This design comes from an exercise in tuning for small area on the open sky130 flow, not from production work. Function was checked by simulation only, so behaviour that the tests miss may differ from the original.

## config.mk

```make
export PLATFORM = sky130hd
export DESIGN_NAME = ibis_texture_mapper
export DESIGN_NICKNAME = ibis_texture_mapper
export VERILOG_FILES = /design/flow/design.v
export SDC_FILE = /design/flow/constraint.sdc
export NUM_CORES = 4
export LEC_CHECK = 0
export ABC_AREA = 1
export CAP_MARGIN = 20
export CORE_MARGIN = 2
export CORE_UTILIZATION = 40
export SLEW_MARGIN = 20
```

## constraint.sdc

```tcl
create_clock -name core_clock -period 10.0 [get_ports {aclk}]
set_input_delay 2.0000 -clock core_clock [delete_from_list [all_inputs] [get_ports {aclk}]]
set_output_delay 2.0000 -clock core_clock [all_outputs]
set_load 0.01 [all_outputs]
```

## design.v

```verilog
`timescale 1ns / 1ps
`default_nettype none
module ibis_texture_mapper
#(parameter TILE_SIZE_POW2_MAX = 9,
  parameter WIDTH = 11)
 (input wire logic aclk,
  input wire logic aresetn,
  input wire logic enable,
  input wire logic unsigned [6:0] write_registers,
  input wire logic unsigned [WIDTH - 1:0] x,
  input wire logic unsigned [WIDTH - 1:0] y,
  input wire logic unsigned [2:0] texture_power2,
  input wire logic signed [17:0] texture_matrixA,
  input wire logic signed [17:0] texture_matrixB,
  input wire logic signed [17:0] texture_matrixC,
  input wire logic signed [17:0] texture_matrixD,
  input wire logic signed [17:0] texture_translateX,
  input wire logic signed [17:0] texture_translateY,
  output logic unsigned [(TILE_SIZE_POW2_MAX * 2) - 1:0] map_address,
  output logic stencil_test,
  output logic stencil_step,
  output logic ready);
  logic [4:0] r_js;
  always_ff @(posedge aclk) begin
    if(!aresetn) r_js <= 5'b00000;
    else if(enable) r_js <= {r_js[3:0], ~r_js[4]};
  end
  wire ph0 = ~r_js[4] & ~r_js[0];
  wire ph1 =  r_js[0] & ~r_js[1];
  wire ph2 =  r_js[1] & ~r_js[2];
  wire ph3 =  r_js[2] & ~r_js[3];
  wire ph4 =  r_js[3] & ~r_js[4];
  wire ph5 =  r_js[4] &  r_js[0];
  wire ph6 = ~r_js[0] &  r_js[1];
  wire ph7 = ~r_js[1] &  r_js[2];
  wire ph8 = ~r_js[2] &  r_js[3];
  wire ph9 = ~r_js[3] &  r_js[4];
  logic [2:0] r_tp;  
  logic signed [17:0] r_A, r_B, r_C, r_D, r_Tx, r_Ty;
  logic [5:0] r_w;
  wire wr = enable & ph0;
  always_ff @(posedge aclk) begin
    if(!aresetn) begin
      r_tp <= 3'd4;
      r_w <= 6'b0;
    end else begin
      if(wr & write_registers[6]) r_tp <= texture_power2;
      if(wr) r_w <= r_w | write_registers[5:0];
    end
  end
  always_ff @(posedge aclk) begin
    if(wr & write_registers[4]) r_Tx <= texture_translateX;
    if(wr & write_registers[5]) r_Ty <= texture_translateY;
    if(wr & write_registers[0]) r_A <= texture_matrixA;
    if(wr & write_registers[1]) r_B <= texture_matrixB;
    if(wr & write_registers[2]) r_C <= texture_matrixC;
    if(wr & write_registers[3]) r_D <= texture_matrixD;
  end
  wire useT_y = ph2 | ph3 | ph4 | ph6 | ph8;
  wire [17:0] tsel = useT_y ? (r_Ty & {18{r_w[5]}}) : (r_Tx & {18{r_w[4]}});
  logic [9:0] r_xh, r_yh;
  wire [9:0] xyh_n;
  wire tlo_nz = |tsel[7:0];
  ibis_tm_rca #(10) u_xyh(.a({1'b0, ph3 ? y[8:0] : x[8:0]}), .b(~tsel[17:8]), .ci(~tlo_nz), .s(xyh_n));
  always_ff @(posedge aclk) begin
    if(enable & ph1) r_xh <= xyh_n;
    if(enable & ph3) r_yh <= xyh_n;
  end
  wire useY = ph2 | ph4 | ph6 | ph8;
  wire hi   = ph3 | ph4 | ph7 | ph8;
  wire start = ph1 | ph5;
  wire [9:0] hv = useY ? r_yh : r_xh;
  wire [10:0] win = hi ? {hv, 1'b0} : {tlo_nz, tlo_nz, tsel[7:0], 1'b0};
  wire selA = enable & (ph1 | ph3);
  wire selB = enable & (ph2 | ph4);
  wire selC = enable & (ph5 | ph7);
  wire selD = enable & (ph6 | ph8);
  wire [17:0] msel = ({18{selA & r_w[0]}} & r_A) | ({18{selB & r_w[1]}} & r_B)
                   | ({18{selC & r_w[2]}} & r_C) | ({18{selD & r_w[3]}} & r_D)
                   | {9'b0, (selA & ~r_w[0]) | (selD & ~r_w[3]), 8'b0};
  logic signed [27:0] r_S;
  logic signed [27:0] acc_in;
  always_comb begin
    if(enable & start) acc_in = 28'sd1 << (17 + r_tp);
    else if(enable & (ph3 | ph7)) acc_in = r_S >>> 8;
    else acc_in = r_S;
  end
  wire [27:0] sum;
  ibis_tm_mac u_mac(.m(msel), .win(win), .flip(~hi), .acc(acc_in), .sum(sum));
  always_ff @(posedge aclk) begin
    r_S <= sum;
  end
  function automatic logic zero_hi(input logic [27:0] h, input logic [2:0] tp);
    logic [7:0] m;
    m = 8'hff << tp;  
    zero_hi = ~|h[27:18] & ~|(h[17:10] & m);
  endfunction
  logic [8:0] r_uk;  
  logic r_zu;        
  always_ff @(posedge aclk) begin
    if(enable & ph4) begin
      r_uk <= sum[16:8];
      r_zu <= zero_hi(sum, r_tp);
    end
  end
  logic r_sx, r_sy, r_step;
  always_ff @(posedge aclk) begin
    if(!aresetn) begin
      r_sx <= 1'b0;
      r_sy <= 1'b0;
    end else begin
      if(enable & ph6) r_sx <= r_zu;
      if(enable & ph8) r_sy <= zero_hi(sum, r_tp);
    end
  end
  always_ff @(posedge aclk) begin
    if(enable & ph8) begin
      r_step <= ~r_uk[r_tp] & ~sum[8 + r_tp];  
    end
  end
  logic [17:0] r_addr;
  wire [17:0] addr_n;
  wire [8:0] amask = ~(9'h1fc << r_tp);
  wire [17:0] av = {9'b0, r_S[16:8] & amask} << 2;
  wire [17:0] av1 = r_tp[0] ? {av[16:0], 1'b0} : av;
  wire [17:0] av2 = r_tp[1] ? {av1[15:0], 2'b0} : av1;
  wire [17:0] av3 = r_tp[2] ? {av2[13:0], 4'b0} : av2;
  assign addr_n = av3 | {9'b0, r_uk & amask};
  always_ff @(posedge aclk) begin
    if(enable & ph9) r_addr <= addr_n;
  end
  assign map_address = r_addr;
  assign ready = ph9;
  assign stencil_test = r_sx & r_sy;
  assign stencil_step = r_step;
endmodule
module ibis_tm_mac(input wire [17:0] m, input wire [10:0] win, input wire flip, input wire [27:0] acc, output wire [27:0] sum);
  wire [18:0] m1 = {m[17], m};
  wire [18:0] m2 = {m, 1'b0};
  wire neg0 = win[2] ^ flip;
  wire one0 = win[1] ^ win[0];
  wire two0 = (win[2] & ~win[1] & ~win[0]) | (~win[2] & win[1] & win[0]);
  wire [18:0] r0 = ((m1 ^ {19{neg0}}) & {19{one0}}) | ((m2 ^ {19{neg0}}) & {19{two0}});
  wire nz0 = neg0 & (one0 | two0);
  wire neg1 = win[4] ^ flip;
  wire one1 = win[3] ^ win[2];
  wire two1 = (win[4] & ~win[3] & ~win[2]) | (~win[4] & win[3] & win[2]);
  wire [18:0] r1 = ((m1 ^ {19{neg1}}) & {19{one1}}) | ((m2 ^ {19{neg1}}) & {19{two1}});
  wire nz1 = neg1 & (one1 | two1);
  wire neg2 = win[6] ^ flip;
  wire one2 = win[5] ^ win[4];
  wire two2 = (win[6] & ~win[5] & ~win[4]) | (~win[6] & win[5] & win[4]);
  wire [18:0] r2 = ((m1 ^ {19{neg2}}) & {19{one2}}) | ((m2 ^ {19{neg2}}) & {19{two2}});
  wire nz2 = neg2 & (one2 | two2);
  wire neg3 = win[8] ^ flip;
  wire one3 = win[7] ^ win[6];
  wire two3 = (win[8] & ~win[7] & ~win[6]) | (~win[8] & win[7] & win[6]);
  wire [18:0] r3 = ((m1 ^ {19{neg3}}) & {19{one3}}) | ((m2 ^ {19{neg3}}) & {19{two3}});
  wire nz3 = neg3 & (one3 | two3);
  wire neg4 = win[10] ^ flip;
  wire one4 = win[9] ^ win[8];
  wire two4 = (win[10] & ~win[9] & ~win[8]) | (~win[10] & win[9] & win[8]);
  wire [18:0] r4 = ((m1 ^ {19{neg4}}) & {19{one4}}) | ((m2 ^ {19{neg4}}) & {19{two4}});
  wire nz4 = neg4 & (one4 | two4);
  wire t1 = r0[8] ^ r1[6];
  wire t2 = r0[8] & r1[6];
  wire t3 = r0[9] ^ r1[7];
  wire t4 = r0[9] & r1[7];
  wire t5 = r0[10] ^ r1[8];
  wire t6 = r0[10] & r1[8];
  wire t7 = r0[11] ^ r1[9];
  wire t8 = r0[11] & r1[9];
  wire t9 = r0[12] ^ r1[10];
  wire t10 = r0[12] & r1[10];
  wire t11 = r0[13] ^ r1[11];
  wire t12 = r0[13] & r1[11];
  wire t13 = r0[14] ^ r1[12];
  wire t14 = r0[14] & r1[12];
  wire t15 = r0[15] ^ r1[13];
  wire t16 = r0[15] & r1[13];
  wire t17 = r0[16] ^ r1[14];
  wire t18 = r0[16] & r1[14];
  wire t19 = r0[17] ^ r1[15];
  wire t20 = r0[17] & r1[15];
  wire t21 = 1'b1 ^ ~r0[18] ^ r1[16];
  wire t22 = (1'b1 & ~r0[18]) | (1'b1 & r1[16]) | (~r0[18] & r1[16]);
  wire t23 = 1'b1 ^ r1[17];
  wire t24 = 1'b1 & r1[17];
  wire t25 = r0[4] ^ r1[2];
  wire t26 = r0[4] & r1[2];
  wire t27 = r0[5] ^ r1[3];
  wire t28 = r0[5] & r1[3];
  wire t29 = r0[6] ^ r1[4] ^ r2[2];
  wire t30 = (r0[6] & r1[4]) | (r0[6] & r2[2]) | (r1[4] & r2[2]);
  wire t31 = r3[0] ^ nz3;
  wire t32 = r3[0] & nz3;
  wire t33 = r0[7] ^ r1[5] ^ r2[3];
  wire t34 = (r0[7] & r1[5]) | (r0[7] & r2[3]) | (r1[5] & r2[3]);
  wire t35 = r3[1] ^ acc[7];
  wire t36 = r3[1] & acc[7];
  wire t37 = t1 ^ r2[4] ^ r3[2];
  wire t38 = (t1 & r2[4]) | (t1 & r3[2]) | (r2[4] & r3[2]);
  wire t39 = r4[0] ^ nz4 ^ acc[8];
  wire t40 = (r4[0] & nz4) | (r4[0] & acc[8]) | (nz4 & acc[8]);
  wire t41 = t3 ^ r2[5] ^ r3[3];
  wire t42 = (t3 & r2[5]) | (t3 & r3[3]) | (r2[5] & r3[3]);
  wire t43 = r4[1] ^ acc[9] ^ t2;
  wire t44 = (r4[1] & acc[9]) | (r4[1] & t2) | (acc[9] & t2);
  wire t45 = t5 ^ r2[6] ^ r3[4];
  wire t46 = (t5 & r2[6]) | (t5 & r3[4]) | (r2[6] & r3[4]);
  wire t47 = r4[2] ^ acc[10] ^ t4;
  wire t48 = (r4[2] & acc[10]) | (r4[2] & t4) | (acc[10] & t4);
  wire t49 = t7 ^ r2[7] ^ r3[5];
  wire t50 = (t7 & r2[7]) | (t7 & r3[5]) | (r2[7] & r3[5]);
  wire t51 = r4[3] ^ acc[11] ^ t6;
  wire t52 = (r4[3] & acc[11]) | (r4[3] & t6) | (acc[11] & t6);
  wire t53 = t9 ^ r2[8] ^ r3[6];
  wire t54 = (t9 & r2[8]) | (t9 & r3[6]) | (r2[8] & r3[6]);
  wire t55 = r4[4] ^ acc[12] ^ t8;
  wire t56 = (r4[4] & acc[12]) | (r4[4] & t8) | (acc[12] & t8);
  wire t57 = t11 ^ r2[9] ^ r3[7];
  wire t58 = (t11 & r2[9]) | (t11 & r3[7]) | (r2[9] & r3[7]);
  wire t59 = r4[5] ^ acc[13] ^ t10;
  wire t60 = (r4[5] & acc[13]) | (r4[5] & t10) | (acc[13] & t10);
  wire t61 = t13 ^ r2[10] ^ r3[8];
  wire t62 = (t13 & r2[10]) | (t13 & r3[8]) | (r2[10] & r3[8]);
  wire t63 = r4[6] ^ acc[14] ^ t12;
  wire t64 = (r4[6] & acc[14]) | (r4[6] & t12) | (acc[14] & t12);
  wire t65 = t15 ^ r2[11] ^ r3[9];
  wire t66 = (t15 & r2[11]) | (t15 & r3[9]) | (r2[11] & r3[9]);
  wire t67 = r4[7] ^ acc[15] ^ t14;
  wire t68 = (r4[7] & acc[15]) | (r4[7] & t14) | (acc[15] & t14);
  wire t69 = t17 ^ r2[12] ^ r3[10];
  wire t70 = (t17 & r2[12]) | (t17 & r3[10]) | (r2[12] & r3[10]);
  wire t71 = r4[8] ^ acc[16] ^ t16;
  wire t72 = (r4[8] & acc[16]) | (r4[8] & t16) | (acc[16] & t16);
  wire t73 = t19 ^ r2[13] ^ r3[11];
  wire t74 = (t19 & r2[13]) | (t19 & r3[11]) | (r2[13] & r3[11]);
  wire t75 = r4[9] ^ acc[17] ^ t18;
  wire t76 = (r4[9] & acc[17]) | (r4[9] & t18) | (acc[17] & t18);
  wire t77 = t21 ^ r2[14] ^ r3[12];
  wire t78 = (t21 & r2[14]) | (t21 & r3[12]) | (r2[14] & r3[12]);
  wire t79 = r4[10] ^ acc[18] ^ t20;
  wire t80 = (r4[10] & acc[18]) | (r4[10] & t20) | (acc[18] & t20);
  wire t81 = t23 ^ r2[15] ^ r3[13];
  wire t82 = (t23 & r2[15]) | (t23 & r3[13]) | (r2[15] & r3[13]);
  wire t83 = r4[11] ^ acc[19] ^ t22;
  wire t84 = (r4[11] & acc[19]) | (r4[11] & t22) | (acc[19] & t22);
  wire t85 = ~r1[18] ^ r2[16] ^ r3[14];
  wire t86 = (~r1[18] & r2[16]) | (~r1[18] & r3[14]) | (r2[16] & r3[14]);
  wire t87 = r4[12] ^ acc[20] ^ t24;
  wire t88 = (r4[12] & acc[20]) | (r4[12] & t24) | (acc[20] & t24);
  wire t89 = 1'b1 ^ r2[17] ^ r3[15];
  wire t90 = (1'b1 & r2[17]) | (1'b1 & r3[15]) | (r2[17] & r3[15]);
  wire t91 = r4[13] ^ acc[21];
  wire t92 = r4[13] & acc[21];
  wire t93 = ~r2[18] ^ r3[16] ^ r4[14];
  wire t94 = (~r2[18] & r3[16]) | (~r2[18] & r4[14]) | (r3[16] & r4[14]);
  wire t95 = 1'b1 ^ r3[17];
  wire t96 = 1'b1 & r3[17];
  wire t97 = r0[2] ^ r1[0];
  wire t98 = r0[2] & r1[0];
  wire t99 = r0[3] ^ r1[1];
  wire t100 = r0[3] & r1[1];
  wire t101 = t25 ^ r2[0] ^ nz2;
  wire t102 = (t25 & r2[0]) | (t25 & nz2) | (r2[0] & nz2);
  wire t103 = t27 ^ r2[1] ^ acc[5];
  wire t104 = (t27 & r2[1]) | (t27 & acc[5]) | (r2[1] & acc[5]);
  wire t105 = t29 ^ t31 ^ acc[6];
  wire t106 = (t29 & t31) | (t29 & acc[6]) | (t31 & acc[6]);
  wire t107 = t33 ^ t35 ^ t30;
  wire t108 = (t33 & t35) | (t33 & t30) | (t35 & t30);
  wire t109 = t37 ^ t39 ^ t34;
  wire t110 = (t37 & t39) | (t37 & t34) | (t39 & t34);
  wire t111 = t41 ^ t43 ^ t38;
  wire t112 = (t41 & t43) | (t41 & t38) | (t43 & t38);
  wire t113 = t45 ^ t47 ^ t42;
  wire t114 = (t45 & t47) | (t45 & t42) | (t47 & t42);
  wire t115 = t49 ^ t51 ^ t46;
  wire t116 = (t49 & t51) | (t49 & t46) | (t51 & t46);
  wire t117 = t53 ^ t55 ^ t50;
  wire t118 = (t53 & t55) | (t53 & t50) | (t55 & t50);
  wire t119 = t57 ^ t59 ^ t54;
  wire t120 = (t57 & t59) | (t57 & t54) | (t59 & t54);
  wire t121 = t61 ^ t63 ^ t58;
  wire t122 = (t61 & t63) | (t61 & t58) | (t63 & t58);
  wire t123 = t65 ^ t67 ^ t62;
  wire t124 = (t65 & t67) | (t65 & t62) | (t67 & t62);
  wire t125 = t69 ^ t71 ^ t66;
  wire t126 = (t69 & t71) | (t69 & t66) | (t71 & t66);
  wire t127 = t73 ^ t75 ^ t70;
  wire t128 = (t73 & t75) | (t73 & t70) | (t75 & t70);
  wire t129 = t77 ^ t79 ^ t74;
  wire t130 = (t77 & t79) | (t77 & t74) | (t79 & t74);
  wire t131 = t81 ^ t83 ^ t78;
  wire t132 = (t81 & t83) | (t81 & t78) | (t83 & t78);
  wire t133 = t85 ^ t87 ^ t82;
  wire t134 = (t85 & t87) | (t85 & t82) | (t87 & t82);
  wire t135 = t89 ^ t91 ^ t86;
  wire t136 = (t89 & t91) | (t89 & t86) | (t91 & t86);
  wire t137 = t93 ^ acc[22] ^ t90;
  wire t138 = (t93 & acc[22]) | (t93 & t90) | (acc[22] & t90);
  wire t139 = t95 ^ r4[15] ^ acc[23];
  wire t140 = (t95 & r4[15]) | (t95 & acc[23]) | (r4[15] & acc[23]);
  wire t141 = ~r3[18] ^ r4[16] ^ acc[24];
  wire t142 = (~r3[18] & r4[16]) | (~r3[18] & acc[24]) | (r4[16] & acc[24]);
  wire t143 = 1'b1 ^ r4[17];
  wire t144 = 1'b1 & r4[17];
  wire t145 = r0[0] ^ nz0;
  wire t146 = r0[0] & nz0;
  wire t147 = r0[1] ^ acc[1];
  wire t148 = r0[1] & acc[1];
  wire t149 = t97 ^ nz1 ^ acc[2];
  wire t150 = (t97 & nz1) | (t97 & acc[2]) | (nz1 & acc[2]);
  wire t151 = t99 ^ acc[3] ^ t98;
  wire t152 = (t99 & acc[3]) | (t99 & t98) | (acc[3] & t98);
  wire t153 = t101 ^ acc[4] ^ t100;
  wire t154 = (t101 & acc[4]) | (t101 & t100) | (acc[4] & t100);
  wire t155 = t103 ^ t26 ^ t102;
  wire t156 = (t103 & t26) | (t103 & t102) | (t26 & t102);
  wire t157 = t105 ^ t28 ^ t104;
  wire t158 = (t105 & t28) | (t105 & t104) | (t28 & t104);
  wire t159 = t107 ^ t32 ^ t106;
  wire t160 = (t107 & t32) | (t107 & t106) | (t32 & t106);
  wire t161 = t109 ^ t36 ^ t108;
  wire t162 = (t109 & t36) | (t109 & t108) | (t36 & t108);
  wire t163 = t111 ^ t40 ^ t110;
  wire t164 = (t111 & t40) | (t111 & t110) | (t40 & t110);
  wire t165 = t113 ^ t44 ^ t112;
  wire t166 = (t113 & t44) | (t113 & t112) | (t44 & t112);
  wire t167 = t115 ^ t48 ^ t114;
  wire t168 = (t115 & t48) | (t115 & t114) | (t48 & t114);
  wire t169 = t117 ^ t52 ^ t116;
  wire t170 = (t117 & t52) | (t117 & t116) | (t52 & t116);
  wire t171 = t119 ^ t56 ^ t118;
  wire t172 = (t119 & t56) | (t119 & t118) | (t56 & t118);
  wire t173 = t121 ^ t60 ^ t120;
  wire t174 = (t121 & t60) | (t121 & t120) | (t60 & t120);
  wire t175 = t123 ^ t64 ^ t122;
  wire t176 = (t123 & t64) | (t123 & t122) | (t64 & t122);
  wire t177 = t125 ^ t68 ^ t124;
  wire t178 = (t125 & t68) | (t125 & t124) | (t68 & t124);
  wire t179 = t127 ^ t72 ^ t126;
  wire t180 = (t127 & t72) | (t127 & t126) | (t72 & t126);
  wire t181 = t129 ^ t76 ^ t128;
  wire t182 = (t129 & t76) | (t129 & t128) | (t76 & t128);
  wire t183 = t131 ^ t80 ^ t130;
  wire t184 = (t131 & t80) | (t131 & t130) | (t80 & t130);
  wire t185 = t133 ^ t84 ^ t132;
  wire t186 = (t133 & t84) | (t133 & t132) | (t84 & t132);
  wire t187 = t135 ^ t88 ^ t134;
  wire t188 = (t135 & t88) | (t135 & t134) | (t88 & t134);
  wire t189 = t137 ^ t92 ^ t136;
  wire t190 = (t137 & t92) | (t137 & t136) | (t92 & t136);
  wire t191 = t139 ^ t94 ^ t138;
  wire t192 = (t139 & t94) | (t139 & t138) | (t94 & t138);
  wire t193 = t141 ^ t96 ^ t140;
  wire t194 = (t141 & t96) | (t141 & t140) | (t96 & t140);
  wire t195 = t143 ^ acc[25] ^ t142;
  wire t196 = (t143 & acc[25]) | (t143 & t142) | (acc[25] & t142);
  wire t197 = ~r4[18] ^ acc[26] ^ t144;
  wire t198 = (~r4[18] & acc[26]) | (~r4[18] & t144) | (acc[26] & t144);
  wire t199 = 1'b1 ^ acc[27];
  wire t200 = 1'b1 & acc[27];
  wire [27:0] t201 = {t199, t197, t195, t193, t191, t189, t187, t185, t183, t181, t179, t177, t175, t173, t171, t169, t167, t165, t163, t161, t159, t157, t155, t153, t151, t149, t147, t145};
  wire [27:0] t202 = {t198, t196, t194, t192, t190, t188, t186, t184, t182, t180, t178, t176, t174, t172, t170, t168, t166, t164, t162, t160, t158, t156, t154, t152, t150, t148, t146, acc[0]};
  wire fp0_0 = t201[0] ^ t202[0];
  wire fg0_0 = t201[0] & t202[0];
  wire fp0_1 = t201[1] ^ t202[1];
  wire fg0_1 = t201[1] & t202[1];
  wire fp0_2 = t201[2] ^ t202[2];
  wire fg0_2 = t201[2] & t202[2];
  wire fp0_3 = t201[3] ^ t202[3];
  wire fg0_3 = t201[3] & t202[3];
  wire fp0_4 = t201[4] ^ t202[4];
  wire fg0_4 = t201[4] & t202[4];
  wire fp0_5 = t201[5] ^ t202[5];
  wire fg0_5 = t201[5] & t202[5];
  wire fp0_6 = t201[6] ^ t202[6];
  wire fg0_6 = t201[6] & t202[6];
  wire fp0_7 = t201[7] ^ t202[7];
  wire fg0_7 = t201[7] & t202[7];
  wire fp0_8 = t201[8] ^ t202[8];
  wire fg0_8 = t201[8] & t202[8];
  wire fp0_9 = t201[9] ^ t202[9];
  wire fg0_9 = t201[9] & t202[9];
  wire fp0_10 = t201[10] ^ t202[10];
  wire fg0_10 = t201[10] & t202[10];
  wire fp0_11 = t201[11] ^ t202[11];
  wire fg0_11 = t201[11] & t202[11];
  wire fp0_12 = t201[12] ^ t202[12];
  wire fg0_12 = t201[12] & t202[12];
  wire fp0_13 = t201[13] ^ t202[13];
  wire fg0_13 = t201[13] & t202[13];
  wire fp0_14 = t201[14] ^ t202[14];
  wire fg0_14 = t201[14] & t202[14];
  wire fp0_15 = t201[15] ^ t202[15];
  wire fg0_15 = t201[15] & t202[15];
  wire fp0_16 = t201[16] ^ t202[16];
  wire fg0_16 = t201[16] & t202[16];
  wire fp0_17 = t201[17] ^ t202[17];
  wire fg0_17 = t201[17] & t202[17];
  wire fp0_18 = t201[18] ^ t202[18];
  wire fg0_18 = t201[18] & t202[18];
  wire fp0_19 = t201[19] ^ t202[19];
  wire fg0_19 = t201[19] & t202[19];
  wire fp0_20 = t201[20] ^ t202[20];
  wire fg0_20 = t201[20] & t202[20];
  wire fp0_21 = t201[21] ^ t202[21];
  wire fg0_21 = t201[21] & t202[21];
  wire fp0_22 = t201[22] ^ t202[22];
  wire fg0_22 = t201[22] & t202[22];
  wire fp0_23 = t201[23] ^ t202[23];
  wire fg0_23 = t201[23] & t202[23];
  wire fp0_24 = t201[24] ^ t202[24];
  wire fg0_24 = t201[24] & t202[24];
  wire fp0_25 = t201[25] ^ t202[25];
  wire fg0_25 = t201[25] & t202[25];
  wire fp0_26 = t201[26] ^ t202[26];
  wire fg0_26 = t201[26] & t202[26];
  wire fp0_27 = t201[27] ^ t202[27];
  wire fg0_27 = t201[27] & t202[27];
  wire fg_1 = fg0_1 | (fp0_1 & fg0_0);
  wire fpp_1 = fp0_1 & fp0_0;
  wire fg_2 = fg0_3 | (fp0_3 & fg0_2);
  wire fpp_2 = fp0_3 & fp0_2;
  wire fg_3 = fg0_5 | (fp0_5 & fg0_4);
  wire fpp_3 = fp0_5 & fp0_4;
  wire fg_4 = fg0_7 | (fp0_7 & fg0_6);
  wire fpp_4 = fp0_7 & fp0_6;
  wire fg_5 = fg0_9 | (fp0_9 & fg0_8);
  wire fpp_5 = fp0_9 & fp0_8;
  wire fg_6 = fg0_11 | (fp0_11 & fg0_10);
  wire fpp_6 = fp0_11 & fp0_10;
  wire fg_7 = fg0_13 | (fp0_13 & fg0_12);
  wire fpp_7 = fp0_13 & fp0_12;
  wire fg_8 = fg0_15 | (fp0_15 & fg0_14);
  wire fpp_8 = fp0_15 & fp0_14;
  wire fg_9 = fg0_17 | (fp0_17 & fg0_16);
  wire fpp_9 = fp0_17 & fp0_16;
  wire fg_10 = fg0_19 | (fp0_19 & fg0_18);
  wire fpp_10 = fp0_19 & fp0_18;
  wire fg_11 = fg0_21 | (fp0_21 & fg0_20);
  wire fpp_11 = fp0_21 & fp0_20;
  wire fg_12 = fg0_23 | (fp0_23 & fg0_22);
  wire fpp_12 = fp0_23 & fp0_22;
  wire fg_13 = fg0_25 | (fp0_25 & fg0_24);
  wire fpp_13 = fp0_25 & fp0_24;
  wire fg_14 = fg0_27 | (fp0_27 & fg0_26);
  wire fpp_14 = fp0_27 & fp0_26;
  wire fg_15 = fg_2 | (fpp_2 & fg_1);
  wire fpp_15 = fpp_2 & fpp_1;
  wire fg_16 = fg_4 | (fpp_4 & fg_3);
  wire fpp_16 = fpp_4 & fpp_3;
  wire fg_17 = fg_6 | (fpp_6 & fg_5);
  wire fpp_17 = fpp_6 & fpp_5;
  wire fg_18 = fg_8 | (fpp_8 & fg_7);
  wire fpp_18 = fpp_8 & fpp_7;
  wire fg_19 = fg_10 | (fpp_10 & fg_9);
  wire fpp_19 = fpp_10 & fpp_9;
  wire fg_20 = fg_12 | (fpp_12 & fg_11);
  wire fpp_20 = fpp_12 & fpp_11;
  wire fg_21 = fg_14 | (fpp_14 & fg_13);
  wire fpp_21 = fpp_14 & fpp_13;
  wire fg_22 = fg_16 | (fpp_16 & fg_15);
  wire fpp_22 = fpp_16 & fpp_15;
  wire fg_23 = fg_18 | (fpp_18 & fg_17);
  wire fpp_23 = fpp_18 & fpp_17;
  wire fg_24 = fg_20 | (fpp_20 & fg_19);
  wire fpp_24 = fpp_20 & fpp_19;
  wire fg_25 = fg_23 | (fpp_23 & fg_22);
  wire fpp_25 = fpp_23 & fpp_22;
  wire fg_26 = fg_24 | (fpp_24 & fg_25);
  wire fpp_26 = fpp_24 & fpp_25;
  wire fg_27 = fg_17 | (fpp_17 & fg_22);
  wire fpp_27 = fpp_17 & fpp_22;
  wire fg_28 = fg_19 | (fpp_19 & fg_25);
  wire fpp_28 = fpp_19 & fpp_25;
  wire fg_29 = fg_21 | (fpp_21 & fg_26);
  wire fpp_29 = fpp_21 & fpp_26;
  wire fg_30 = fg_3 | (fpp_3 & fg_15);
  wire fpp_30 = fpp_3 & fpp_15;
  wire fg_31 = fg_5 | (fpp_5 & fg_22);
  wire fpp_31 = fpp_5 & fpp_22;
  wire fg_32 = fg_7 | (fpp_7 & fg_27);
  wire fpp_32 = fpp_7 & fpp_27;
  wire fg_33 = fg_9 | (fpp_9 & fg_25);
  wire fpp_33 = fpp_9 & fpp_25;
  wire fg_34 = fg_11 | (fpp_11 & fg_28);
  wire fpp_34 = fpp_11 & fpp_28;
  wire fg_35 = fg_13 | (fpp_13 & fg_26);
  wire fpp_35 = fpp_13 & fpp_26;
  wire fg_36 = fg0_2 | (fp0_2 & fg_1);
  wire fpp_36 = fp0_2 & fpp_1;
  wire fg_37 = fg0_4 | (fp0_4 & fg_15);
  wire fpp_37 = fp0_4 & fpp_15;
  wire fg_38 = fg0_6 | (fp0_6 & fg_30);
  wire fpp_38 = fp0_6 & fpp_30;
  wire fg_39 = fg0_8 | (fp0_8 & fg_22);
  wire fpp_39 = fp0_8 & fpp_22;
  wire fg_40 = fg0_10 | (fp0_10 & fg_31);
  wire fpp_40 = fp0_10 & fpp_31;
  wire fg_41 = fg0_12 | (fp0_12 & fg_27);
  wire fpp_41 = fp0_12 & fpp_27;
  wire fg_42 = fg0_14 | (fp0_14 & fg_32);
  wire fpp_42 = fp0_14 & fpp_32;
  wire fg_43 = fg0_16 | (fp0_16 & fg_25);
  wire fpp_43 = fp0_16 & fpp_25;
  wire fg_44 = fg0_18 | (fp0_18 & fg_33);
  wire fpp_44 = fp0_18 & fpp_33;
  wire fg_45 = fg0_20 | (fp0_20 & fg_28);
  wire fpp_45 = fp0_20 & fpp_28;
  wire fg_46 = fg0_22 | (fp0_22 & fg_34);
  wire fpp_46 = fp0_22 & fpp_34;
  wire fg_47 = fg0_24 | (fp0_24 & fg_26);
  wire fpp_47 = fp0_24 & fpp_26;
  wire fg_48 = fg0_26 | (fp0_26 & fg_35);
  wire fpp_48 = fp0_26 & fpp_35;
  assign sum[0] = fp0_0 ^ 1'b0;
  assign sum[1] = fp0_1 ^ fg0_0;
  assign sum[2] = fp0_2 ^ fg_1;
  assign sum[3] = fp0_3 ^ fg_36;
  assign sum[4] = fp0_4 ^ fg_15;
  assign sum[5] = fp0_5 ^ fg_37;
  assign sum[6] = fp0_6 ^ fg_30;
  assign sum[7] = fp0_7 ^ fg_38;
  assign sum[8] = fp0_8 ^ fg_22;
  assign sum[9] = fp0_9 ^ fg_39;
  assign sum[10] = fp0_10 ^ fg_31;
  assign sum[11] = fp0_11 ^ fg_40;
  assign sum[12] = fp0_12 ^ fg_27;
  assign sum[13] = fp0_13 ^ fg_41;
  assign sum[14] = fp0_14 ^ fg_32;
  assign sum[15] = fp0_15 ^ fg_42;
  assign sum[16] = fp0_16 ^ fg_25;
  assign sum[17] = fp0_17 ^ fg_43;
  assign sum[18] = fp0_18 ^ fg_33;
  assign sum[19] = fp0_19 ^ fg_44;
  assign sum[20] = fp0_20 ^ fg_28;
  assign sum[21] = fp0_21 ^ fg_45;
  assign sum[22] = fp0_22 ^ fg_34;
  assign sum[23] = fp0_23 ^ fg_46;
  assign sum[24] = fp0_24 ^ fg_26;
  assign sum[25] = fp0_25 ^ fg_47;
  assign sum[26] = fp0_26 ^ fg_35;
  assign sum[27] = fp0_27 ^ fg_48;
endmodule
module ibis_tm_rca #(parameter N = 10)
 (input wire logic [N - 1:0] a,
  input wire logic [N - 1:0] b,
  input wire logic ci,
  output logic [N - 1:0] s);
  wire [N:0] c;
  assign c[0] = ci;
  for(genvar i = 0; i < N; i++) begin: g_bit
    assign s[i] = a[i] ^ b[i] ^ c[i];
    assign c[i + 1] = (a[i] & b[i]) | (a[i] & c[i]) | (b[i] & c[i]);
  end
endmodule
```

## flow/run.sh

```bash
#!/bin/bash
set -euo pipefail
here=$(pwd)
rm -rf "$here/orfs_scripts"
cp -r "$FLOW_HOME/scripts" "$here/orfs_scripts"
cp "$here/flow/abc_area.script" "$here/orfs_scripts/abc_area.script"
export SCRIPTS_DIR="$here/orfs_scripts"
export SYNTH_ARGS="-noabc"
export BUFFER_PORTS_ARGS="-buffer_cell sky130_fd_sc_hd__buf_1"
export CTS_ARGS="-sink_clustering_enable -repair_clock_nets -dont_use_dummy_load -sink_clustering_size 8 -sink_clustering_max_diameter 40 -buf_list sky130_fd_sc_hd__clkbuf_4"
bash standard.sh > standard.log 2>&1
```

## flow/abc_area.script

```
strash
dc2
dch -f
amap
topo
```

## standard.sh

```bash
#!/bin/bash
# synth_recipe.tcl (not shown) runs the flow's synth.tcl, then flattens the netlist and writes it again
# the make line also repeats each setting of config.mk as NAME=value (left out here)
make -C /OpenROAD-flow-scripts/flow DESIGN_CONFIG=/design/flow/config.mk WORK_HOME=/design/flow/orfs CLKGATE_MAP_FILE= SYNTH_SCRIPT=/design/flow/synth_recipe.tcl "${@:-finish}"
```

==> results of run 1 <==
-- metal layers --
| metal | up-vias | wire [um] | track usage | part of all wire |
|---|---|---|---|---|
| met3 | 59 | 2200 | 0.0308 | 0.067 |
| li1 | 4629 | - | - | - |
| met4 | 0 | 857 | 0.0642 | 0.026 |
| met1 | 4588 | 15500 | 0.315 | 0.47 |
| met5 | - | 0 | 0 | 0 |
| met2 | 386 | 14100 | 0.318 | 0.43 |
-- cells by family (layout without fill, tap and decap cells) --
| family | after synthesis | after routing | share of synthesized area |
|---|---|---|---|
| AOI/OAI and AO/OA | 391 | 391 | 0.222 |
| other | 0 | 1 | 0 |
| buffers and inverters | 119 | 386 | 0.0370 |
| adders and majority gates | 145 | 145 | 0.211 |
| and+or+nand+nor | 191 | 191 | 0.0673 |
| DFF | 201 | 201 | 0.463 |
-- critical path, delay by kind of cell --
kind	cells	cell delay [ns]
AO/OA/AOI/OAI	5	0.76
AND/OR/NAND/NOR	25	3.19
buffers and inverters	6	1.06
adder cells (fa/ha/maj)	6	2.73
-- layout make-up --
type / instances / share of cell area
Multi-Input combinational cell: 727 / 0.434
Sequential cell: 201 / 0.399
Timing Repair Buffer: 230 / 0.0805
Tap cell: 390 / 0.0348
Inverter: 119 / 0.0318
Clock buffer: 37 / 0.0198
Antenna cell: 1 / 0.000178
-- cell usage after synthesis, drive strengths merged (3+ instances only) --
library cell / n / area [um2]
a21oi: 43 / 215
a221oi: 20 / 175
a22o: 18 / 158
a22oi: 12 / 90.1
a31oi: 5 / 31.3
clkinv: 119 / 447
dfxtp: 44 / 881
edfxtp: 157 / 4710
fa: 98 / 1960
ha: 47 / 588
nand2: 38 / 143
nand3: 17 / 85.1
nor2: 101 / 379
nor2b: 14 / 87.6
nor3: 12 / 60.1
o21ai: 29 / 145
o21bai: 3 / 22.5
o221a: 12 / 135
o221ai: 7 / 61.3
o22a: 26 / 228
o22ai: 189 / 1180
o32ai: 19 / 166
-- flip-flops by register name, indices dropped and copies added (netlist names), 10 cells and up --
signal	count
r_xh	10
r_Ty	18
r_addr	18
r_D	18
r_yh	10
r_C	18
r_A	18
r_Tx	18
r_S	28
r_B	18
-- metrics by stage --
step / area [um2] / setup TNS (ns) / worst slack, ns / cells
CTS: 14000 / 0 / 0.211 / 1704
detailed placement: 13700 / -0.607 / -0.380 / 1667
global placement: 13700 / -0.329 / -0.230 / 1667
global route: 14000 / 0 / 0.0170 / 1705
finish: 14000 / 0 / 0.703 / 1705
floorplan: 12100 / 0 / 0.0581 / 1047
-- final timing paths --
path	endpoint	cells after the start	from	slack, ns
worst max-delay path	r_sy	42	enable	0.70
worst max register to register	r_sy	43	r_js[1]	0.80
worst min register to register	r_sx	2	r_sx	0.44
worst min-delay path	r_sx	2	r_sx	0.44
==> summary.md, run 1 <==
| Metric | Value |
|---|---|
| Fmax | 108 MHz |
| RSZ-0062 raised after global routing | false |
| Top FF cell, synth | edfxtp_1 |
| Fin util | 0.472 |
| Worst setup EP type | flip-flop |
| Port Buffers | 159 |
| Avg Cell Area, Syn | 11.5 um2 |
| Clock Skew | 0.0863 ns |
| CTS H-tree lvls | 2 |
| Clock latency at the later pin of the worst-skew pair | 0.63 ns |
| Sequential fraction of the synthesis area | 0.463 |
| Sequential cell area | 5600 um2 |
| Post-DRT Antenna Nets | 0 |
| EDFF count, synth | 157 |
| Placeable Area | 29700 um2 |
| YS warnings | 1 |
| Clock Path Buffers | 3 |
| Layout cells sized above 1 | 0.0906 |
| Final Setup Violations | 0 |
| DR WL/cell | 19.2 um |
| Worst rel slew slack | 0.276 |
| Die H | 178 um |
| Worst path required time | 10.47 ns |
| Number of clock sinks | 201 |
| Post-CTS resize count | 0 |
| Ports | 164 |
| Initial DRC Count | 686 |
| DRT Pass-1 Iters | 5 |
| Total gr overflow | 0 |
| Synth Cell Area | 12100 um2 |
| Most frequent cells in the layout | 189 x o22ai_1, 159 x buf_1, 157 x edfxtp_1, 119 x clkinv_1, 100 x nor2_1 |
| Max Slew Vio Count | 0 |
| CTS tree | done |
| Die footprint | 31600 um2 |
| Total wire length | 32.7 mm |
| Routed vias | 9662 |
| CP Launch Type | input pin |
| Post-CTS Setup Inserts | 0 |
| Antenna violations before repair | 1 |
| Ys async rst share | 0 |
| DP HPWL | 26.0 mm |
| Commonest non-fill, non-tap cell in the layout | o22ai_1 |
| Syn Inst Count | 1047 |
| Clock-pin slew of the registers on the worst-case setup and hold paths | 0.06 ns |
| Filler Cells Inserted | 2807 |
| Global-route wire length before repair | 51.3 mm |
| Hold Worst Slack | 0.437 ns |
| Multi-input logic area | 6090 um2 |
| Starting Density | 0.407 |
| Max stage delay on crit path | 0.58 ns |
| Critical path's slowest cell | fa_1 |
| Vias in the first global route | 9605 |
| Avg Vias per Cell | 5.67 |
| Post-route minimum period | 9.30 ns |
| Total GRT Usage | 0.211 |
| Status | no timing/DRC/antenna violations |
| Post-route DRC | 0 |
| Critical path data arrival time | 9.77 ns |
| Setup Crit Path Kind | in2reg |
| Hold Path Class | reg2reg |
| Unique masters post-synth | 34 |
| Cell mode on critical path | nand2_1 |
| Area growth syn-to-layout | 16.1% |
| Cts bufs inserted | 37 |
| Largest net degree at the start of global routing | 28 |
| Synthesized Nets | 1335 |
| Final hold violation count | 0 |
| Num rows | 63 |
| Root Buffer | clkbuf_4 |
| Total Nets Final | 1604 |
| Post-synthesis sequential element count | 201 |
| Worst Tran Pin Value | 1.08 ns |
| Placer congestion estimate | 0.911 |
| MaxCap Viol Count | 0 |
| Crit path max fanout | 18 |
| Post-cts hold buffer count | 0 |
| Tcrit/Tclk final | 0.930 |
| Chip Width | 178 um |
==> run 2, diff against run 1 <==
==> flow/run.sh (replaced) <==
#!/bin/bash
set -euo pipefail
here=$(pwd)
rm -rf "$here/orfs_scripts"
cp -r "$FLOW_HOME/scripts" "$here/orfs_scripts"
cp "$here/flow/abc_area.script" "$here/orfs_scripts/abc_area.script"
export SCRIPTS_DIR="$here/orfs_scripts"
export SYNTH_ARGS="-noabc"
export BUFFER_PORTS_ARGS="-buffer_cell sky130_fd_sc_hd__buf_1"
export CTS_ARGS="-sink_clustering_enable -repair_clock_nets -dont_use_dummy_load -sink_clustering_size 12 -sink_clustering_max_diameter 50 -buf_list sky130_fd_sc_hd__clkbuf_4"
bash standard.sh > standard.log 2>&1
==> flow/abc_area.script (replaced) <==
strash
dc2
dch -f
amap
topo
stime -c
buffer -c
upsize -c
dnsize -c
==> run 2 against run 1 <==
  * Still clean
  * Clock-buffer cell count is 12 lower
  * First-iteration DRC count fell by 4.7%
  * Non-clock buffer count shrank 14
==> summary.md, run 2 <==
| Metric | Value |
|---|---|
| RSZ-0062 raised after global routing | false (unchanged) |
| Cts bufs inserted | 25 (was 37) |
| Port Buffers | 159 (unchanged) |
| Post-Place Worst Slack | -0.00743 ns (was -0.380 ns) |
| Worst setup EP type | flip-flop (unchanged) |
| Crit path max fanout | 18 (unchanged) |
| Routed vias | 9538 (was 9662) |
| Starting Density | 0.407 (about the same) |
| Synth Cell Area | 12400 um2 (was 12100 um2) |
| Placeable Area | 30600 um2 (was 29700 um2) |
| Top FF cell, synth | edfxtp_1 (unchanged) |
| Clock Path Buffers | 3 (unchanged) |
| Total GRT Usage | 0.195 (was 0.211) |
| Sequential fraction of the synthesis area | 0.449 (was 0.463) |
| Post-synthesis sequential element count | 201 (unchanged) |
| Antenna violations before repair | 1 (unchanged) |
| YS warnings | 1 (unchanged) |
| Post-route minimum period | 9.17 ns (was 9.30 ns) |
| Post-DRT Antenna Nets | 0 (unchanged) |
| Unique masters post-synth | 54 (was 34) |
| Post-CTS Setup Inserts | 0 (unchanged) |
| Post-synth top cells | 186 x o22ai_1, 157 x edfxtp_1, 105 x inv_1, 98 x fa_1, 98 x nor2_1 (was 189 x o22ai_1, 157 x edfxtp_1, 119 x clkinv_1, 101 x nor2_1, 98 x fa_1) |
| Tcrit/Tclk final | 0.917 (was 0.930) |
| Ys async rst share | 0 (unchanged) |
| Initial DRC Count | 654 (was 686) |
| Global-route wire length before repair | 50.9 mm (was 51.3 mm) |
| Syn Inst Count | 1108 (was 1047) |
| Setup Crit Path Kind | in2reg (unchanged) |
| Total gr overflow | 0 (unchanged) |
| CTS tree | done (unchanged) |
| Post-route DRC | 0 (unchanged) |
| Final hold violation count | 0 (unchanged) |
| Ranking of synthesized cells by area | edfxtp_1 38%, fa_1 16%, o22ai_1 9.3%, dfxtp_1 7.1%, ha_1 4.7% (was edfxtp_1 39%, fa_1 16%, o22ai_1 9.8%, dfxtp_1 7.3%, ha_1 4.9%) |
| Area growth syn-to-layout | 11.9% (was 16.1%) |
| Status | no timing/DRC/antenna violations (unchanged) |
| Clock latency at the later pin of the worst-skew pair | 0.69 ns (was 0.63 ns) |
| Hold Path Class | reg2reg (unchanged) |
| Largest Register | r_S (unchanged) |
| Root Buffer | clkbuf_4 (unchanged) |
| DP HPWL | 25.7 mm (was 26.0 mm) |
| Chip Width | 180 um (was 178 um) |
| Avg Vias per Cell | 5.66 (was 5.67) |
| Clock Skew | 0.0800 ns (was 0.0863 ns) |
| DRT Pass-1 Iters | 6 (was 5) |
| CP Launch Type | input pin (unchanged) |
| Commonest non-fill, non-tap cell in the layout | o22ai_1 (unchanged) |
| Die H | 180 um (was 178 um) |
| Total Nets Final | 1578 (was 1604) |
| Clock-pin slew of the registers on the worst-case setup and hold paths | 0.09 ns (was 0.06 ns) |
| Worst path required time | 10.56 ns (was 10.47 ns) |
| Die footprint | 32600 um2 (was 31600 um2) |
| Vias in the first global route | 9456 (was 9605) |
| Top-area cell type share of the netlist area | 0.379 (was 0.390) |
| Total wire length | 32.1 mm (was 32.7 mm) |
| DR WL/cell | 19.0 um (was 19.2 um) |
| Worst Tran Pin Value | 1.05 ns (was 1.08 ns) |
| Most common cell in the synthesized netlist | o22ai_1 (unchanged) |
| MaxCap Viol Count | 0 (unchanged) |
| Ports | 164 (unchanged) |
| Final Setup Violations | 0 (unchanged) |
| Setup ws final | 0.829 ns (was 0.703 ns) |
| Critical path data arrival time | 9.73 ns (was 9.77 ns) |
| Critical path's slowest cell | fa_1 (unchanged) |
| Max reg flops | 28 (unchanged) |
| Synth area leader | edfxtp_1 (unchanged) |
| Placer congestion estimate | 0.927 (was 0.911) |
| Layout cells sized above 1 | 0.102 (was 0.0906) |
| Avg Cell Area, Syn | 11.2 um2 (was 11.5 um2) |
| CTS H-tree lvls | 1 (was 2) |
| Worst rel slew slack | 0.294 (was 0.276) |
| Synthesized Nets | 1396 (was 1335) |
| Number of clock sinks | 201 (unchanged) |
| Fin util | 0.456 (was 0.472) |
| Fmax | 109 MHz (was 108 MHz) |
| Largest net degree at the start of global routing | 28 (unchanged) |
| Max Slew Vio Count | 0 (unchanged) |
| Most frequent cells in the layout | 186 x o22ai_1, 159 x buf_1, 157 x edfxtp_1, 105 x inv_1 (was 189 x o22ai_1, 159 x buf_1, 157 x edfxtp_1, 119 x clkinv_1, 100 x nor2_1) |
| Max stage delay on crit path | 0.59 ns (was 0.58 ns) |
| Num rows | 64 (was 63) |
| EDFF count, synth | 157 (unchanged) |
run 2: changes by cell type after synthesis, sizes merged:
cell    previous run  this run
buf                0        17
clkbuf             0        44
clkinv           119         1
inv                0       118
run 2: worst paths after layout:
kind | cells past startpoint | slack [ns] | start | to
max | 43 | 0.83 | enable | r_sy
min | 2 | 0.46 | r_sx | r_sx
max reg2reg | 46 | 1.08 | r_js[2] | r_sy
min reg2reg | 2 | 0.46 | r_sx | r_sx
run 2: stage by stage:
step | hold WS [ns] | cell area, um2 | std cells | setup TNS, ns
2_1_floorplan | 0.427 | 12400 | 1108 | 0
3_3_place_gp | 0.438 | 13700 | 1659 | 0
3_5_place_dp | 0.448 | 13700 | 1659 | -0.00743
4_1_cts | 0.461 | 13900 | 1684 | 0
5_1_grt | 0.503 | 13900 | 1685 | 0
6_report | 0.457 | 13900 | 1685 | 0
run 2: final cells by class:
class / instances / area, um2
timing repair buffer: 216 / 1040
tap: 396 / 495
clock buffer: 25 / 188
multi-input combinational: 727 / 6170
antenna: 1 / 2.50
sequential: 201 / 5600
inverter: 119 / 447
fill: 2939 / 16700
run 2: timing repair:
item,4_1_cts,5_1_grt
hold buffers,0,0
resized for setup,0,1
hold endpoints to repair,0,0
endpoints found under the setup margin,0,1
run 2: logic make-up (layout without fill, tap and decap cells):
logic type / Yosys count / after routing / synth area share
flip-flops: 201 / 201 / 0.449
AND/OR/NAND/NOR: 191 / 191 / 0.0684
buffers and inverters: 180 / 360 / 0.0571
AO/OA/AOI/OAI: 391 / 391 / 0.220
other: 0 / 1 / 0
adder cells (fa/ha/maj): 145 / 145 / 0.205
run 2: per-layer routing:
metal / global-route usage / part of all wire / vias to the layer above
met5: 0 / 0 / -
met3: 0.0313 / 0.076 / 53
met4: 0.0490 / 0.026 / 0
met1: 0.292 / 0.47 / 4530
met2: 0.295 / 0.43 / 388
li1: - / - / 4567
run 2: worst max-delay path, delay by kind of cell:
family                   cells  cell delay [ns]
AO/OA/AOI/OAI                8             1.48
adder cells (fa/ha/maj)      5             2.15
buffers and inverters        5             0.84
AND/OR/NAND/NOR             25             3.23
==> run 3, diff against run 2 <==
==> flow/run.sh (replaced) <==
#!/bin/bash
set -euo pipefail
here=$(pwd)
rm -rf "$here/orfs_scripts"
cp -r "$FLOW_HOME/scripts" "$here/orfs_scripts"
cp "$here/flow/abc_area.script" "$here/orfs_scripts/abc_area.script"
export SCRIPTS_DIR="$here/orfs_scripts"
export SYNTH_ARGS="-noabc"
export BUFFER_PORTS_ARGS="-buffer_cell sky130_fd_sc_hd__buf_1"
export CTS_ARGS="-sink_clustering_enable -repair_clock_nets -dont_use_dummy_load -sink_clustering_size 10 -sink_clustering_max_diameter 40 -buf_list sky130_fd_sc_hd__clkbuf_4"
bash standard.sh > standard.log 2>&1
--- a/config.mk
+++ b/config.mk
@@ -8,5 +8,6 @@
 export ABC_AREA = 1
 export CAP_MARGIN = 20
 export CORE_MARGIN = 2
-export CORE_UTILIZATION = 40
+export CORE_UTILIZATION = 55
+export PLACE_DENSITY = 0.75
 export SLEW_MARGIN = 20
==> run 3 against run 2 <==
  * Non-clock buffer count is 6 lower
  * Critical path type unchanged
  * Design area is 1.3% lower
  * Routed wire length is 3.1% lower
==> summary.md, run 3 <==
| Metric | Value |
|---|---|
| Status | no timing/DRC/antenna violations (unchanged) |
| Synth area leader | edfxtp_1 (unchanged) |
| Cts bufs inserted | 28 (was 25) |
| Fmax | 108 MHz (was 109 MHz) |
| CP Launch Type | input pin (unchanged) |
| Hold Worst Slack | 0.473 ns (was 0.457 ns) |
| Total wire length | 31.1 mm (was 32.1 mm) |
| Antenna violations before repair | 1 (unchanged) |
| Post-synth top cells | 186 x o22ai_1, 157 x edfxtp_1, 105 x inv_1, 98 x fa_1, 98 x nor2_1 (unchanged) |
| Largest net degree at the start of global routing | 28 (unchanged) |
| Post-CTS Setup Inserts | 0 (unchanged) |
| Num rows | 55 (was 64) |
| Max Slew Vio Count | 0 (unchanged) |
| Post-synthesis sequential element count | 201 (unchanged) |
| Ranking of synthesized cells by area | edfxtp_1 38%, fa_1 16%, o22ai_1 9.3%, dfxtp_1 7.1%, ha_1 4.7% (unchanged) |
| Largest Register | r_S (unchanged) |
| Clock Skew | 0.0738 ns (was 0.0800 ns) |
| Worst Tran Pin Value | 1.07 ns (was 1.05 ns) |
| Synth Cell Area | 12400 um2 (unchanged) |
| Worst rel slew slack | 0.279 (was 0.294) |
| R2R setup slack | 0.83 ns (was 1.08 ns) |
| Port Buffers | 159 (unchanged) |
| Sequential fraction of the synthesis area | 0.449 (unchanged) |
| Routed vias | 9768 (was 9538) |
| DRT Pass-1 Iters | 5 (was 6) |
| Area growth syn-to-layout | 10.5% (was 11.9%) |
| Die footprint | 23900 um2 (was 32600 um2) |
| Chip Width | 154 um (was 180 um) |
| Placeable Area | 22400 um2 (was 30600 um2) |
| Global-route wire length before repair | 50.3 mm (was 50.9 mm) |
| Root Buffer | clkbuf_4 (unchanged) |
| Layout cells sized above 1 | 0.100 (was 0.102) |
| Post-DP Area | 13500 um2 (was 13700 um2) |
| Unique masters post-synth | 54 (unchanged) |
| Max reg flops | 28 (unchanged) |
| Commonest non-fill, non-tap cell in the layout | o22ai_1 (unchanged) |
| Total Nets Final | 1575 (was 1578) |
| Worst setup EP type | flip-flop (unchanged) |
| Most common cell in the synthesized netlist | o22ai_1 (unchanged) |
| EDFF count, synth | 157 (unchanged) |
| Top-area cell type share of the netlist area | 0.379 (unchanged) |
| Most frequent cells in the layout | 186 x o22ai_1, 159 x buf_1, 157 x edfxtp_1, 105 x inv_1 (unchanged) |
| Number of clock sinks | 201 (unchanged) |
| Placer congestion estimate | 0.932 (was 0.927) |
| Top FF cell, synth | edfxtp_1 (unchanged) |
| Post-route minimum period | 9.23 ns (was 9.17 ns) |
| Ports | 164 (unchanged) |
| Critical path data arrival time | 9.83 ns (was 9.73 ns) |
| Clock latency at the later pin of the worst-skew pair | 0.66 ns (was 0.69 ns) |
| CTS H-tree lvls | 1 (unchanged) |
| CTS tree | done (unchanged) |
| Final Setup Violations | 0 (unchanged) |
| Post-route DRC | 0 (unchanged) |
| Avg Cell Area, Syn | 11.2 um2 (unchanged) |
| Syn Inst Count | 1108 (unchanged) |
| Max stage delay on crit path | 0.58 ns (was 0.59 ns) |
| Die H | 154 um (was 180 um) |
| Crit path max fanout | 12 (was 18) |
| Setup ws final | 0.766 ns (was 0.829 ns) |
| Synthesized Nets | 1396 (unchanged) |
| Ys async rst share | 0 (unchanged) |
| Starting Density | 0.555 (was 0.407) |
| Final hold violation count | 0 (unchanged) |
| Post-DRT Antenna Nets | 0 (unchanged) |
| Total GRT Usage | 0.266 (was 0.195) |
| Critical path's slowest cell | fa_1 (unchanged) |
| Avg Vias per Cell | 6.22 (was 5.66) |
| Hold Path Class | reg2reg (unchanged) |
| Setup Crit Path Kind | in2reg (unchanged) |
| Total gr overflow | 0 (unchanged) |
| RSZ-0062 raised after global routing | false (unchanged) |
| Clock-pin slew of the registers on the worst-case setup and hold paths | 0.10 ns (was 0.09 ns) |
| Vias in the first global route | 9567 (was 9456) |
| Tcrit/Tclk final | 0.923 (was 0.917) |
| Worst path required time | 10.60 ns (was 10.56 ns) |
| Initial DRC Count | 710 (was 654) |
| Post-Place Worst Slack | -0.0871 ns (was -0.00743 ns) |
| DP HPWL | 24.8 mm (was 25.7 mm) |
| DR WL/cell | 19.8 um (was 19.0 um) |
| Design Area, Final | 13800 um2 (was 13900 um2) |
| YS warnings | 1 (unchanged) |
| Clock Path Buffers | 3 (unchanged) |
| Filler Cells Inserted | 1842 (was 2939) |
| MaxCap Viol Count | 0 (unchanged) |
[run 3: cell type report]
type / instances / area [um2] / area share
Inverter: 119 / 447 / 0.0325
Antenna cell: 1 / 2.50 / 0.000182
Clock buffer: 28 / 210 / 0.0153
Tap cell: 285 / 357 / 0.0259
Timing Repair Buffer: 210 / 980 / 0.0712
Sequential cell: 201 / 5600 / 0.407
Multi-Input combinational cell: 727 / 6170 / 0.448
[run 3: kinds of logic (layout without fill, tap and decap cells)]
kind of cell | count (synthesis) | count (layout) | share of synthesized area
compound gates | 391 | 391 | 0.220
flops | 201 | 201 | 0.449
simple gates | 191 | 191 | 0.0684
buf+inv | 180 | 357 | 0.0571
fa+ha+maj | 145 | 145 | 0.205
other cells | 0 | 1 | 0
[run 3: final timing paths]
kind / startpoint / end / depth (start not counted)
max reg2reg: r_js[3] / r_sy / 46
min reg2reg: r_sx / r_sx / 2
min: r_sx / r_sx / 2
max: enable / r_sy / 42
[run 3: per-stage QoR]
| stage | TNS [ns] | utilization | std cells |
|---|---|---|---|
| final | 0 | 0.613 | 1571 |
| after global routing | 0 | 0.613 | 1571 |
| after CTS | 0 | 0.613 | 1570 |
| after detailed placement | -0.0871 | 0.603 | 1542 |
| after global placement | 0 | 0.603 | 1542 |
| after floorplan | 0 | - | 1108 |
[run 3: worst max-delay path: cells and delay by family]
kind / cells / cell delay [ns]
AOI/OAI and AO/OA: 8 / 1.63
adders and majority gates: 5 / 2.13
buffers and inverters: 4 / 0.69
and+or+nand+nor: 25 / 3.38
[run 3: layer usage]
layer	wire [um]	global-route usage	part of all wire
met1	13400	0.387	0.43
met2	14200	0.420	0.46
met3	2650	0.0431	0.085
met4	794	0.0688	0.026
met5	0	0	0
[run 3: repair_timing]
item,in CTS,in global routing
resized for setup,0,3
hold buffers,0,0
setup endpoints to repair,0,1
==> run 4, diff against run 3 <==
--- a/config.mk
+++ b/config.mk
@@ -8,6 +8,6 @@
 export ABC_AREA = 1
 export CAP_MARGIN = 20
 export CORE_MARGIN = 2
-export CORE_UTILIZATION = 55
-export PLACE_DENSITY = 0.75
+export CORE_UTILIZATION = 70
+export PLACE_DENSITY = 0.85
 export SLEW_MARGIN = 20
==> run 4 against run 3 <==
  * Routed wire length increased by 2.2%
  * Critical endpoint unchanged
  * First-iteration DRC count increased by 39%
  * Critical path depth increased by 1
  * Fmax decreased by 0.24%
  * Largest cell class unchanged
==> summary.md, run 4 <==
| Metric | Value |
|---|---|
| Total wire length | 31.7 mm (was 31.1 mm) |
| Crit path max fanout | 13 (was 12) |
| R2R Path Start | r_js[3] (unchanged) |
| YS warnings | 1 (unchanged) |
| Most common cell in the synthesized netlist | o22ai_1 (unchanged) |
| Cell count of the worst reg-to-reg path | 47 (was 46) |
| Final hold violation count | 0 (unchanged) |
| Starting Density | 0.717 (was 0.555) |
| Area growth syn-to-layout | 9.86% (was 10.5%) |
| Top-area cell type share of the netlist area | 0.379 (unchanged) |
| Max Slew Vio Count | 0 (unchanged) |
| Post-synthesis sequential element count | 201 (unchanged) |
| Avg Cell Area, Syn | 11.2 um2 (unchanged) |
| Routed vias | 10000 (was 9768) |
| Initial DRC Count | 989 (was 710) |
| Ports | 164 (unchanged) |
| CP Launch Type | input pin (unchanged) |
| Unique masters post-synth | 54 (unchanged) |
| Max stage delay on crit path | 0.51 ns (was 0.58 ns) |
| Total gr overflow | 0 (unchanged) |
| Die H | 137 um (was 154 um) |
| Worst hold stages | 0 (was 2) |
| MaxCap Viol Count | 0 (unchanged) |
| Hold Startpoint | r_uk[1] (was r_sx) |
| Global-route wire length before repair | 50.2 mm (was 50.3 mm) |
| CTS H-tree lvls | 1 (unchanged) |
| Cts bufs inserted | 29 (was 28) |
| EDFF count, synth | 157 (unchanged) |
| DR WL/cell | 21.0 um (was 19.8 um) |
| Clock Skew | 0.102 ns (was 0.0738 ns) |
| Fmax | 108 MHz (about the same) |
| Post-synth top cells | 186 x o22ai_1, 157 x edfxtp_1, 105 x inv_1, 98 x fa_1, 98 x nor2_1 (unchanged) |
| Post-cts hold buffer count | 0 (unchanged) |
| Fin util | 0.788 (was 0.613) |
| Most frequent cells in the layout | 186 x o22ai_1, 159 x buf_1, 157 x edfxtp_1, 105 x inv_1 (unchanged) |
| Hold path endpoint | r_addr[1] (was r_sx) |
| Root Buffer | clkbuf_4 (unchanged) |
| FF-to-FF End | r_sy (unchanged) |
| Layout cells sized above 1 | 0.0988 (was 0.100) |
| Sequential fraction of the synthesis area | 0.449 (unchanged) |
| Clock latency at the later pin of the worst-skew pair | 0.68 ns (was 0.66 ns) |
| Total GRT Usage | 0.347 (was 0.266) |
| Top FF cell, synth | edfxtp_1 (unchanged) |
| Largest net degree at the start of global routing | 28 (unchanged) |
| Setup_tns | 0 ns (unchanged) |
| Synthesized Nets | 1396 (unchanged) |
| Worst path required time | 10.55 ns (was 10.60 ns) |
| DP HPWL | 25.0 mm (was 24.8 mm) |
| Setup Crit Path Kind | in2reg (unchanged) |
| Worst setup EP type | flip-flop (unchanged) |
| DRT Pass-1 Iters | 6 (was 5) |
| Filler Cells Inserted | 1115 (was 1842) |
| Synth Cell Area | 12400 um2 (unchanged) |
| Placeable Area | 17400 um2 (was 22400 um2) |
| Avg Vias per Cell | 6.64 (was 6.22) |
| Port Buffers | 159 (unchanged) |
| Chip Width | 137 um (was 154 um) |
| Post-DRT Antenna Nets | 0 (unchanged) |
| Post-DP Area | 13400 um2 (was 13500 um2) |
| Tcrit/Tclk final | 0.926 (was 0.923) |
| Largest Register | r_S (unchanged) |
| Met2 WL | 14.9 mm (was 14.2 mm) |
| Die footprint | 18900 um2 (was 23900 um2) |
| Clock Path Buffers | 3 (unchanged) |
| Worst rel slew slack | 0.349 (was 0.279) |
| Clock-pin slew of the registers on the worst-case setup and hold paths | 0.10 ns (about the same) |
| Total Nets Final | 1575 (unchanged) |
| Hold Path Class | reg2reg (unchanged) |
| Critical path's slowest cell | fa_1 (unchanged) |
| Ys async rst share | 0 (unchanged) |
| Num rows | 48 (was 55) |
| Met1 WL | 12.8 mm (was 13.4 mm) |
| Placer congestion estimate | 0.957 (was 0.932) |
| Design Area, Final | 13700 um2 (was 13800 um2) |
| Number of clock sinks | 201 (unchanged) |
| Max reg flops | 28 (unchanged) |
| Antenna violations before repair | 1 (unchanged) |
| Post-route minimum period | 9.26 ns (was 9.23 ns) |
| Critical path data arrival time | 9.81 ns (was 9.83 ns) |
| Worst Tran Pin Value | 0.972 ns (was 1.07 ns) |
| Post-route DRC | 0 (unchanged) |
| Syn Inst Count | 1108 (unchanged) |
| Vias in the first global route | 9730 (was 9567) |
| R2R setup slack | 0.87 ns (was 0.83 ns) |
| DR top layer | met4 (unchanged) |
| RSZ-0062 raised after global routing | false (unchanged) |
| Ranking of synthesized cells by area | edfxtp_1 38%, fa_1 16%, o22ai_1 9.3%, dfxtp_1 7.1%, ha_1 4.7% (unchanged) |
| Final Setup Violations | 0 (unchanged) |
| CTS tree | done (unchanged) |
| Routed wl met3 | 3.04 mm (was 2.65 mm) |
| Status | no timing/DRC/antenna violations (unchanged) |
| Commonest non-fill, non-tap cell in the layout | o22ai_1 (unchanged) |
| Synth area leader | edfxtp_1 (unchanged) |
==> run 4: cell counts after synthesis <==
Identical to the previous run, type by type.
==> run 4: how the worst max path moves through the flow <==
stage                start    to  slack (ns)  depth (start not counted)
detailed placement  enable  r_sy       -0.07                         39
global placement    enable  r_sy        0.10                         41
floorplan           enable  r_sy        0.21                         41
finish              enable  r_sy        0.74                         43
CTS                 enable  r_sy        0.55                         41
global route        enable  r_sy        0.03                         43
==> run 4: timing repair <==
| item | in CTS | in global routing |
|---|---|---|
| buffers inserted | 0 | 3 |
| gates resized for setup | 0 | 3 |
| endpoints found under the setup margin | 0 | 2 |
==> run 4: cells by family (layout without fill, tap and decap cells) <==
group	count (synthesis)	in the layout	share of synthesized area
AOI/OAI and AO/OA	391	391	0.220
adders and majority gates	145	145	0.205
buffers and inverters	180	357	0.0571
DFF	201	201	0.449
other	0	2	0
and+or+nand+nor	191	191	0.0684
==> run 4: stage by stage <==
stage	hold WS (ns)	cells	setup WS [ns]
CTS	0.441	1507	0.546
global placement	0.439	1478	0.101
detailed placement	0.453	1478	-0.0667
finish	0.449	1512	0.744
global route	0.451	1512	0.0267
floorplan	0.427	1108	0.213
==> run 4: critical path, delay by kind of cell <==
family | cells | cell delay (ns)
adders and majority gates | 4 | 1.59
buffers and inverters | 4 | 0.71
and+or+nand+nor | 25 | 3.50
AOI/OAI and AO/OA | 10 | 1.97
==> run 4: area by class of cell <==
cell class              count  area, um2  share of cell area
inverters                 119        447              0.0327
multi-input cells         727       6160               0.450
flip-flops and latches    201       5600               0.409
repair buffers            209        972              0.0711
well taps                 225        282              0.0206
clock buffers              29        218              0.0159
diodes                      2       5.00            0.000366
==> run 4: routing by layer <==
metal / vias up / global-route usage
met5: - / 0
met4: 0 / 0.108
met3: 71 / 0.0703
met2: 639 / 0.556
met1: 4761 / 0.485
li1: 4569 / -

## static timing again, ports no longer ideal
Ports are ideal in the flow. The routed layouts listed here were re-timed in OpenROAD.
Step 1, drivers: a clkbuf_16 drives aclk and a buf_2 each remaining input, both assumed.
Step 2, shift: input delay + t, output delay - t, t = (earliest + latest rising clock arrival at the registers) / 2. This alone moves slack from input paths to output paths.
a / b / c = no drivers / after step 1 / after step 2; a / b = the first two.
| run | shift t [ns] | slack for setup (ns) | latest minus earliest clock arrival (ns) |
|---|---|---|---|
| run 1 | 0.631 | 0.703 / 0.695 / 0.063 | 0.086 / 0.087 |
| run 2 | 0.695 | 0.829 / 0.845 / 0.150 | 0.080 / 0.081 |
| run 3 | 0.670 | 0.766 / 0.790 / 0.120 | 0.073 / 0.074 |
| run 4 | 0.672 | 0.744 / 0.766 / 0.094 | 0.102 / 0.102 |
After both steps setup and hold are still met in every run listed. For run 2, which loses most, drivers alone change the setup slack by +0.016 ns; drivers and shift together by -0.679 ns.
